Source: an optimization exercise on an open RTL-to-GDS flow (aim: small area, a short achievable clock period and few clock cycles per item). Production flows keep margins and buffers that such runs may drop.
For this run, only the layout was checked, not whether the RTL still works.
No activity file was given, so power comes from the tool's default toggle rates.

## flow/run.sh

```bash
#!/bin/bash
# synth_recipe.tcl (not shown) runs the flow's synth.tcl, then flattens the netlist and writes it again
# the make line also repeats each setting of config.mk as NAME=value (left out here)
make -C /OpenROAD-flow-scripts/flow DESIGN_CONFIG=/design/flow/config.mk WORK_HOME=/design/flow/orfs CLKGATE_MAP_FILE= SYNTH_SCRIPT=/design/flow/synth_recipe.tcl finish
```

## flow/config.mk

```make
export PLATFORM = sky130hd
export DESIGN_NAME = header_parser
export DESIGN_NICKNAME = header_parser
export VERILOG_FILES = /design/flow/design.v
export SDC_FILE = /design/flow/constraint.sdc
export NUM_CORES = 4
export LEC_CHECK = 0
export CAP_MARGIN = 20
export CORE_MARGIN = 2
export CORE_UTILIZATION = 25
export PLACE_DENSITY = 0.5
export SLEW_MARGIN = 20
```

## flow/design.v

```verilog
module cycle_counter ( 
    input logic clk, rst_n,
    output logic [31:0] cycle_count
);
    always_ff @(posedge clk or negedge rst_n) begin
        if(!rst_n) cycle_count <= 0;
        else cycle_count <= cycle_count + 1;
    end
endmodule
module filter_config (
    input  logic        clk,         
    input  logic        rst_n,       
    input  logic        cfg_we,      
    input  logic [3:0]  cfg_waddr,   
    input  logic [31:0] cfg_wdata,   
    input  logic [3:0]  cfg_raddr,   
    output logic [31:0] cfg_rdata,   
    output logic [47:0] local_mac,       
    output logic [15:0] ethertype,       
    output logic [7:0]  ip_protocol,     
    output logic [31:0] ip_base,         
    output logic [31:0] ip_mask,         
    output logic [15:0] udp_dst_port     
);
    logic [31:0] mac_lo;     
    logic [15:0] mac_hi;     
    always_ff @(posedge clk or negedge rst_n) begin
        if (!rst_n) begin
            mac_lo         <= 32'hDEADBEEF;   
            mac_hi         <= 16'hCAFE;       
            ethertype      <= 16'h0800;       
            ip_protocol    <= 8'h11;          
            ip_base        <= 32'h0A000100;   
            ip_mask        <= 32'hFFFFFFFC;   
            udp_dst_port   <= 16'd25565;      
        end else if (cfg_we) begin
            case (cfg_waddr)
                4'h0: mac_lo         <= cfg_wdata;            
                4'h1: mac_hi         <= cfg_wdata[15:0];      
                4'h2: ethertype      <= cfg_wdata[15:0];      
                4'h3: ip_protocol    <= cfg_wdata[7:0];       
                4'h4: ip_base        <= cfg_wdata;            
                4'h5: ip_mask        <= cfg_wdata;            
                4'h6: udp_dst_port   <= cfg_wdata[15:0];      
                default: ;                                    
            endcase
        end
    end
    always_comb begin
        case (cfg_raddr)
            4'h0: cfg_rdata = mac_lo;                         
            4'h1: cfg_rdata = {16'h0, mac_hi};               
            4'h2: cfg_rdata = {16'h0, ethertype};            
            4'h3: cfg_rdata = {24'h0, ip_protocol};          
            4'h4: cfg_rdata = ip_base;                       
            4'h5: cfg_rdata = ip_mask;                       
            4'h6: cfg_rdata = {16'h0, udp_dst_port};         
            default: cfg_rdata = 32'hDEADBEEF;               
        endcase
    end
    assign local_mac = {mac_hi, mac_lo};
endmodule
module filter_core(
    input  logic        clk,         
    input  logic        rst_n,       
    input  logic [0:511] data,       
    input  logic        cfg_we,      
    input  logic [3:0]  cfg_waddr,   
    input  logic [31:0] cfg_wdata,   
    input  logic [3:0]  cfg_raddr,   
    output logic [31:0] cfg_rdata,   
    output logic        filters_valid   
);
    localparam IP_VERSION = 4;       
    localparam HEADER_LENGTH = 5;    
    logic        eth_valid, ip_valid, udp_valid;
    logic [47:0] cfg_local_mac;      
    logic [15:0] cfg_ethertype;      
    logic [7:0]  cfg_ip_protocol;    
    logic [31:0] cfg_ip_base;        
    logic [31:0] cfg_ip_mask;        
    logic [15:0] cfg_dest_port;      
    filter_config my_configuration (
        .clk, 
        .rst_n, 
        .cfg_we, 
        .cfg_waddr, 
        .cfg_wdata, 
        .cfg_raddr, 
        .cfg_rdata, 
        .local_mac(cfg_local_mac), 
        .ethertype(cfg_ethertype), 
        .ip_protocol(cfg_ip_protocol), 
        .ip_base(cfg_ip_base), 
        .ip_mask(cfg_ip_mask), 
        .udp_dst_port(cfg_dest_port)
    );
    assign eth_valid = (data[464:511]  == cfg_local_mac &&  
                        data[400:415] == cfg_ethertype);         
    assign ip_valid = data[396:399] == IP_VERSION &&            
                      data[392:395] == HEADER_LENGTH &&         
                      data[320:327] == cfg_ip_protocol &&       
                      (data[240:271] & cfg_ip_mask) == cfg_ip_base;   
    assign udp_valid = (data[208:223] == cfg_dest_port);
    assign filters_valid = (eth_valid && ip_valid && udp_valid);
endmodule
module fifo #(
    parameter WIDTH = 256,           
    parameter DEPTH_LOG2 = 2         
)(
    input  logic              clk,       
    input  logic              rst_n,     
    input  logic              wr_en,     
    input  logic [WIDTH-1:0]  wr_data,   
    input  logic [31:0]       wr_keep,   
    input  logic              wr_last,   
    output logic              full,      
    input  logic              rd_en,     
    output logic [WIDTH-1:0]  rd_data,   
    output logic [31:0]       rd_keep,   
    output logic              rd_last,   
    output logic              empty,     
    output logic [DEPTH_LOG2:0] count    
);
    localparam DEPTH = 1 << DEPTH_LOG2;
    logic [WIDTH-1:0] data_mem [0:DEPTH-1];
    logic [31:0]      keep_mem [0:DEPTH-1];
    logic             last_mem [0:DEPTH-1];
    logic [DEPTH_LOG2-1:0] rd_ptr, wr_ptr;   
    assign empty = (count == 0);             
    assign full  = (count == DEPTH);         
    wire do_wr = wr_en && !full;
    wire do_rd = rd_en && !empty;
    always_ff @(posedge clk) begin
        if (do_wr) begin
            data_mem[wr_ptr] <= wr_data;
            keep_mem[wr_ptr] <= wr_keep;
            last_mem[wr_ptr] <= wr_last;
        end
    end
    assign rd_data = data_mem[rd_ptr];
    assign rd_keep = keep_mem[rd_ptr];
    assign rd_last = last_mem[rd_ptr];
    always_ff @(posedge clk or negedge rst_n) begin
        if (!rst_n) begin
            rd_ptr <= 0;
            wr_ptr <= 0;
            count  <= 0;
        end else begin
            if (do_wr) wr_ptr <= wr_ptr + 1'b1;
            if (do_rd) rd_ptr <= rd_ptr + 1'b1;
            if (do_wr && !do_rd) count <= count + 1'b1;
            if (do_rd && !do_wr) count <= count - 1'b1;
        end
    end
endmodule
module header_parser (
    input  logic         clk,         
    input  logic         rst_n,       
    input  logic  [0:255]  in_data,   
    input  logic  [31:0]   in_keep,   
    input  logic           in_valid,  
    input  logic           in_last,   
    output logic  [0:255]  out_data,  
    output logic  [0:31]   out_keep,  
    output logic           out_valid, 
    output logic           out_last,  
    output logic           timestamp_valid,   
    output logic  [31:0]   timestamp,        
    input  logic           out_ready,        
    output logic           in_ready,         
    input  logic           cfg_we,
    input  logic  [3:0]    cfg_waddr,
    input  logic  [31:0]   cfg_wdata,
    input  logic  [3:0]    cfg_raddr,
    output logic  [31:0]   cfg_rdata
);
    localparam [5:0]  HEADER_SIZE = 42-32;                  
    localparam [31:0] HEADER_KEEP = (32'd1 << HEADER_SIZE) - 1;
    localparam        FIFO_DEPTH  = 4;
    typedef enum logic[1:0] {
        IDLE,            
        PARSE_HEADER,    
        STREAM_PAYLOAD,  
        DROP             
    } parse_state;
    parse_state state;
    logic [31:0]  cycle_count;               
    logic [31:0]  packet_start_timestamp;    
    cycle_counter timestamper(.clk, .rst_n, .cycle_count);
    logic in_accept;
    assign in_accept = in_valid && in_ready;
    logic         in_valid_d1;
    logic [0:255] in_data_d1;
    logic [31:0]  in_keep_d1;
    logic         in_last_d1;
    always_ff @(posedge clk or negedge rst_n) begin
        if (~rst_n)
            in_valid_d1 <= 1'b0;
        else
            in_valid_d1 <= in_accept;
    end
    always_ff @(posedge clk) begin
        if (in_accept) begin
            in_data_d1 <= in_data;
            in_keep_d1 <= in_keep;
            in_last_d1 <= in_last;
        end
    end
    logic [0:255] header_beat;
    logic         header_full;      
    logic         filters_valid, header_valid;
    logic [0:511] packet_buffer;     
    assign packet_buffer[0:255]   = in_data_d1;
    assign packet_buffer[256:511] = header_beat;
    filter_core my_filter_core(
        .clk,
        .rst_n,
        .data(packet_buffer),
        .cfg_we,
        .cfg_waddr,
        .cfg_wdata,
        .cfg_raddr,
        .cfg_rdata,
        .filters_valid
    );
    assign header_valid = filters_valid && header_full && ~in_last_d1;
    logic         stream_valid;
    logic [0:255] stream_data;
    logic [31:0]  stream_keep;
    logic         stream_last;
    always_ff @(posedge clk or negedge rst_n) begin
        if(~rst_n) begin
            state                  <= IDLE;
            packet_start_timestamp <= 32'b0;
            timestamp_valid        <= 1'b0;
            stream_valid           <= 1'b0;
            header_full            <= 1'b0;
        end else begin
            timestamp_valid <= 1'b0;
            stream_valid    <= 1'b0;
            if (in_valid_d1) begin
                case (state)
                    IDLE: begin
                        packet_start_timestamp <= cycle_count;
                        header_full            <= &in_keep_d1;
                        if (~in_last_d1)
                            state <= PARSE_HEADER;
                    end
                    PARSE_HEADER: begin
                        if (in_last_d1) begin
                            state <= IDLE;
                        end else if (header_valid) begin
                            state        <= STREAM_PAYLOAD;
                            stream_valid <= 1'b1;
                        end else begin
                            state <= DROP;
                        end
                    end
                    STREAM_PAYLOAD: begin
                        stream_valid <= 1'b1;
                        if (in_last_d1) begin
                            state           <= IDLE;
                            timestamp_valid <= 1'b1;
                        end
                    end
                    default: begin
                        if (in_last_d1)
                            state <= IDLE;
                    end
                endcase
            end
        end
    end
    always_ff @(posedge clk) begin
        if (in_valid_d1 && state == IDLE)
            header_beat <= in_data_d1;
        if (in_valid_d1 && state == STREAM_PAYLOAD && in_last_d1)
            timestamp <= (cycle_count + 1) - packet_start_timestamp;
        if (in_valid_d1) begin
            stream_data <= in_data_d1;
            stream_keep <= (state == PARSE_HEADER) ? (in_keep_d1 & ~HEADER_KEEP) : in_keep_d1;
            stream_last <= in_last_d1;
        end
    end
    logic         fifo_full, fifo_empty;
    logic [2:0]   fifo_count;
    logic [0:255] fifo_data;
    logic [31:0]  fifo_keep;
    logic         fifo_last;
    fifo payload_fifo (
        .clk       (clk),
        .rst_n     (rst_n),
        .wr_en     (stream_valid),
        .wr_data   (stream_data),
        .wr_keep   (stream_keep),
        .wr_last   (stream_last),
        .full      (fifo_full),
        .rd_en     (out_ready),
        .rd_data   (fifo_data),
        .rd_keep   (fifo_keep),
        .rd_last   (fifo_last),
        .empty     (fifo_empty),
        .count     (fifo_count)
    );
    assign out_valid = ~fifo_empty;
    assign out_data  = fifo_data;
    assign out_keep  = fifo_keep;
    assign out_last  = fifo_last;
    assign in_ready = ({1'b0, fifo_count} + in_valid_d1 + stream_valid) < FIFO_DEPTH;
endmodule
```

## flow/constraint.sdc

```tcl
create_clock -name core_clock -period 5.0 [get_ports {clk}]
set_input_delay 1.0000 -clock core_clock [delete_from_list [all_inputs] [get_ports {clk}]]
set_output_delay 1.0000 -clock core_clock [all_outputs]
set_load 0.01 [all_outputs]
```

==> metrics.md <==
| Metric | Value |
|---|---|
| Post-synth EDFFs | 1862 |
| First-pass GRT wire length | around 300000 um |
| Root buffer cell | clkbuf_16 |
| Netlist cell types | 71 |
| Vias | 36806 |
| Achievable frequency | 225 MHz |
| Port bufs | 689 |
| Pwr Total | 51.9 mW |
| DR DRC count | 0 |
| DR pass1 iterations | 6 |
| Synth-to-Final Area Change | 27.1% |
| P per Cell Area | around 540 nW/um2 |
| Rel. slew slack | 33.1% |
| Critical R2R Launch | timestamper.cycle_count[0] |
| Die Span Y | 555 um |
| Fin nets | between 4000 and 5000 |
| Clock tree sinks | 2091 |
| Sequential share of power | roughly 45% |
| Worst hold path type | in -> async |
| Worst Tran Pin Value | approximately 1000 ps |
| CP max stage delay | 710 ps |
| Max FO, Critical Path | 30 |
| Sw power | about 15 mW |
| Max cap viols | 0 |
| Count leader, synth | edfxtp_1 |
| WL per Instance | around 26 um |
| Total wire length | 219000 um |
| All-Layer GR Usage | 13.9% |
| Maximum number of pins on one net before global-route repair | about 100 |
| Unrepaired setup endpoints after global routing | false |
| Final core utilization | 31.9% |
| Die area | a little over 300000 um2 |
| Final HPWL DP | 146000 um |
| Reg-to-reg endpoint | timestamp[31] |
| Slack of the critical path | roughly 550 ps |
| Slowest CP cell | dfrtp_4 |
| # Post-CTS Setup Buffers | 0 |
| Remaining antenna violation count | 0 |
| Max H-tree Level | 4 |
| CP Buf/Inv Count | 3 |
| Leak Pwr | 31.6 nW |
| Reg2Reg Setup Slack | 850 ps |
| Setup TNS | 0 ps |
| Pint | ~37 mW |
| CTS Buf Count | roughly 230 |
| Arrival time at the worst endpoint | 3450 ps |
| Dominant cells by area after synthesis | edfxtp_1, mux4_2, dfrtp_1 |
| Number of buffers on the longest clock path | 4 |
| Post-Syn Instances | 3465 |
| Total gr overflow | 0 |
| CP Class | reg -> out |
| CTS clk-pin slew, worst paths | approximately 60 ps |
| DR iter-0 viols | 2942 |
| Post-synthesis sequential area ratio | 81.5% |
| Starting Density | 25.1% |
| Commonest cells in the netlist | edfxtp_1, mux4_2, dfrtp_1 |
| Hold-fix buffers, CTS | 0 |
| Vias in the first global route | 38393 |
| Clock skew | 47.8 ps |
| Logic gate share of total power | a little over a fifth |
| Fin. Hold Viols | 0 |
| Rows | 202 |
| Setup crit end kind | output pin |
| Synthesized area | roughly 76000 um2 |
| Net Sw Frac | between 20 and 30% |
| Yosys top cell area share | about three quarters |
| Post-Place Setup Slack | 571 ps |
| Setup-failing EPs final | 0 |
| Core Region | 302000 um2 |
| Worst Path Required | around 4000 ps |
| Die Wd | 555 um |
| Minimum clock period | 4450 ps |
| Cell accounting for the most synthesized area | edfxtp_1 |
| Post-place instance area | 88700 um2 |
| Resize count post-CTS | 0 |
| Slew Viols, Final | 0 |
| Post-Syn Nets | 3842 |
| Initial antenna violation count | 84 |
| Worst Setup SP | payload_fifo.rd_ptr[0] |
| Reg2reg path depth | 18 |
| Via density | 4.29 |
| Post-layout instance area | ~96000 um2 |
| Ys async rst share | between 10 and 15% |
| Crit path cell chain | buf_12, buf_12, mux4_2, clkdlybuf4s50_1 |
| YS warnings | 4 |
| CTS tree | built |
| Syn_area_per_cell | 21.9 um2 |
| VDD IR max | 0.360 mV |
| Status | finished clean |
| Startpoint types | flip-flop |
| Layout cells sized above 1 | 21.6% |
| Final worst-path cycle share | between 80% and 90% |
| Layout fillers | 28988 |
| Ports | 690 |
| Flops & latches, synth | 2091 |
| Most Frequent Cell on Critical Path | buf_12 |
| Worst path top cell family by delay | buffers and inverters |
| Clock share of power | 32.8% |
| GP Congestion | between 0.8 and 0.9 |
| Top_reg_cell synth | edfxtp_1 |
| Clock latency (worst-skew pair) | 890 ps |
-- kinds of logic after synthesis --
| kind of cell | after synthesis | share of synthesized area, % |
|---|---|---|
| flip-flops | 2091 | 81.5 |
| multiplexers | 438 | 10.8 |
| AND/OR/NAND/NOR | 325 | 2.19 |
| AO/OA/AOI/OAI | 229 | 2.09 |
| buffers and inverters | 185 | 0.923 |
| XOR/XNOR | 154 | 1.80 |
| adder cells (fa/ha/maj) | 43 | 0.730 |
-- layer usage --
layer | part of all wire, % | vias up | global-route usage [%]
met1 | 41 | 19370 | 17.3
li1 | - | 15924 | -
met5 | 0.16 | - | 0
met4 | 2.2 | 56 | 3.55
met2 | 49 | 1088 | 23.5
met3 | 7.3 | 368 | 4.17
-- cell type report --
cell class / count / area, um2 / share of cell area (%)
Antenna cell: 16 / 40.0 / 0.0416
Clock buffer: 289 / 6090 / 6.32
Clock inverter: 141 / 1510 / 1.57
Inverter: 82 / 314 / 0.326
Multi-Input combinational cell: 1189 / 13400 / 13.9
Sequential cell: 2091 / 61800 / 64.1
Tap cell: 3978 / 4980 / 5.17
Timing Repair Buffer: 786 / 8230 / 8.55
-- worst max path at each step --
stage | endpoint | slack (ps) | cells past startpoint
after floorplan | payload_fifo.data_mem[2][0] | -3160 | 3
after global placement | cfg_rdata[23] | 600 | 8
after detailed placement | cfg_rdata[29] | 570 | 7
after CTS | out_data[242] | 320 | 4
after global routing | out_data[147] | 300 | 4
final | out_data[147] | 550 | 4
-- power by group through the flow --
| stage | Combinational [mW] | Sequential (mW) | Clock, mW |
|---|---|---|---|
| detailed placement | 11.8 | 23.8 | 0 |
| global placement | 11.8 | 23.7 | 0 |
| CTS | 11.8 | 23.5 | 17.6 |
| global route | 12.2 | 23.7 | 18.2 |
| finish | 11.4 | 23.4 | 17.0 |
| floorplan | 5.63 | 23.3 | 0 |
-- metrics by stage --
| step | hold slack (ps) | cells |
|---|---|---|
| 2_1_floorplan | 400 | 3465 |
| 3_3_place_gp | 401 | 8126 |
| 3_5_place_dp | 405 | 8126 |
| 4_1_cts | 167 | 8556 |
| 5_1_grt | 217 | 8563 |
| 6_report | 197 | 8572 |
-- layout by cell type, fill, tap and decap left out, types with 22 or more instances in the layout --
cell type / netlist / routed
clkbuf_1: 61 / 52
a21oi_1: 36 / 36
nand2_1: 122 / 120
dfrtp_1: 148 / 145
nand3_1: 34 / 34
edfxtp_1: 1862 / 1862
clkinv_1: 1 / 39
dfstp_2: 81 / 81
clkdlybuf4s50_1: 0 / 664
buf_4: 1 / 68
xor2_1: 71 / 71
xnor2_1: 82 / 82
ha_1: 41 / 41
inv_1: 79 / 78
o21ai_0: 44 / 44
a22oi_1: 46 / 46
nand4_1: 46 / 46
nor2_1: 33 / 32
buf_12: 0 / 53
clkbuf_16: 0 / 234
clkinv_2: 1 / 42
bufinv_16: 0 / 22
mux2_2: 129 / 129
mux4_2: 289 / 289
-- flip-flops by register name, summed over array words and instances (netlist names), 3 cells and up --
signal and count:
my_filter_core.my_configuration.ip_mask 32, stream_keep 32, my_filter_core.my_configuration.ip_protocol 8, payload_fifo.keep_mem 128, stream_data 256, my_filter_core.my_configuration.udp_dst_port 16, in_keep_d1 32, my_filter_core.my_configuration.mac_lo 32
timestamp 32, payload_fifo.last_mem 4, packet_start_timestamp 32, my_filter_core.my_configuration.ip_base 32, payload_fifo.count 3, payload_fifo.data_mem 1024, in_data_d1 256, my_filter_core.my_configuration.mac_hi 16
header_beat 96, timestamper.cycle_count 32, my_filter_core.my_configuration.ethertype 16
-- worst register-to-register path, cell delays in order, from the launching register on --
cell	delay, ps
dfrtp_1	410
ha_1	230
nand4_1	150
nor2_1	140
buf_4	150
nand3_1	140
nor2_1	140
buf_4	150
nand3_1	90
xnor2_1	210
ha_1	330
a21o_1	220
a21o_1	170
a21oi_1	180
nand3_1	90
a211o_1	310
and3_1	210
o211a_1	220
a2111oi_1	370

-- what the ideal ports hide --
The results above use ideal ports. As a check the final layout listed here was re-extracted and re-timed, cells and wires unchanged.
Step 1: set_driving_cell puts a clkbuf_16 on clk and a buf_2 on each other input, an assumption about the parent block.
Step 2 also shifts input and output timing later by t, the mid clock arrival at the registers, as if the neighbouring blocks saw the same clock.
Three values: no drivers, after step 1, after step 2; two values: the first two.
t, ns: 0.954
setup slack, ns: 0.547 / 0.451 / 0.476
latest minus earliest clock arrival (ns): 0.065 / 0.065
After both steps this run still meets setup and hold. For this run, drivers alone change the setup slack by -0.096 ns; drivers and shift together by -0.071 ns.
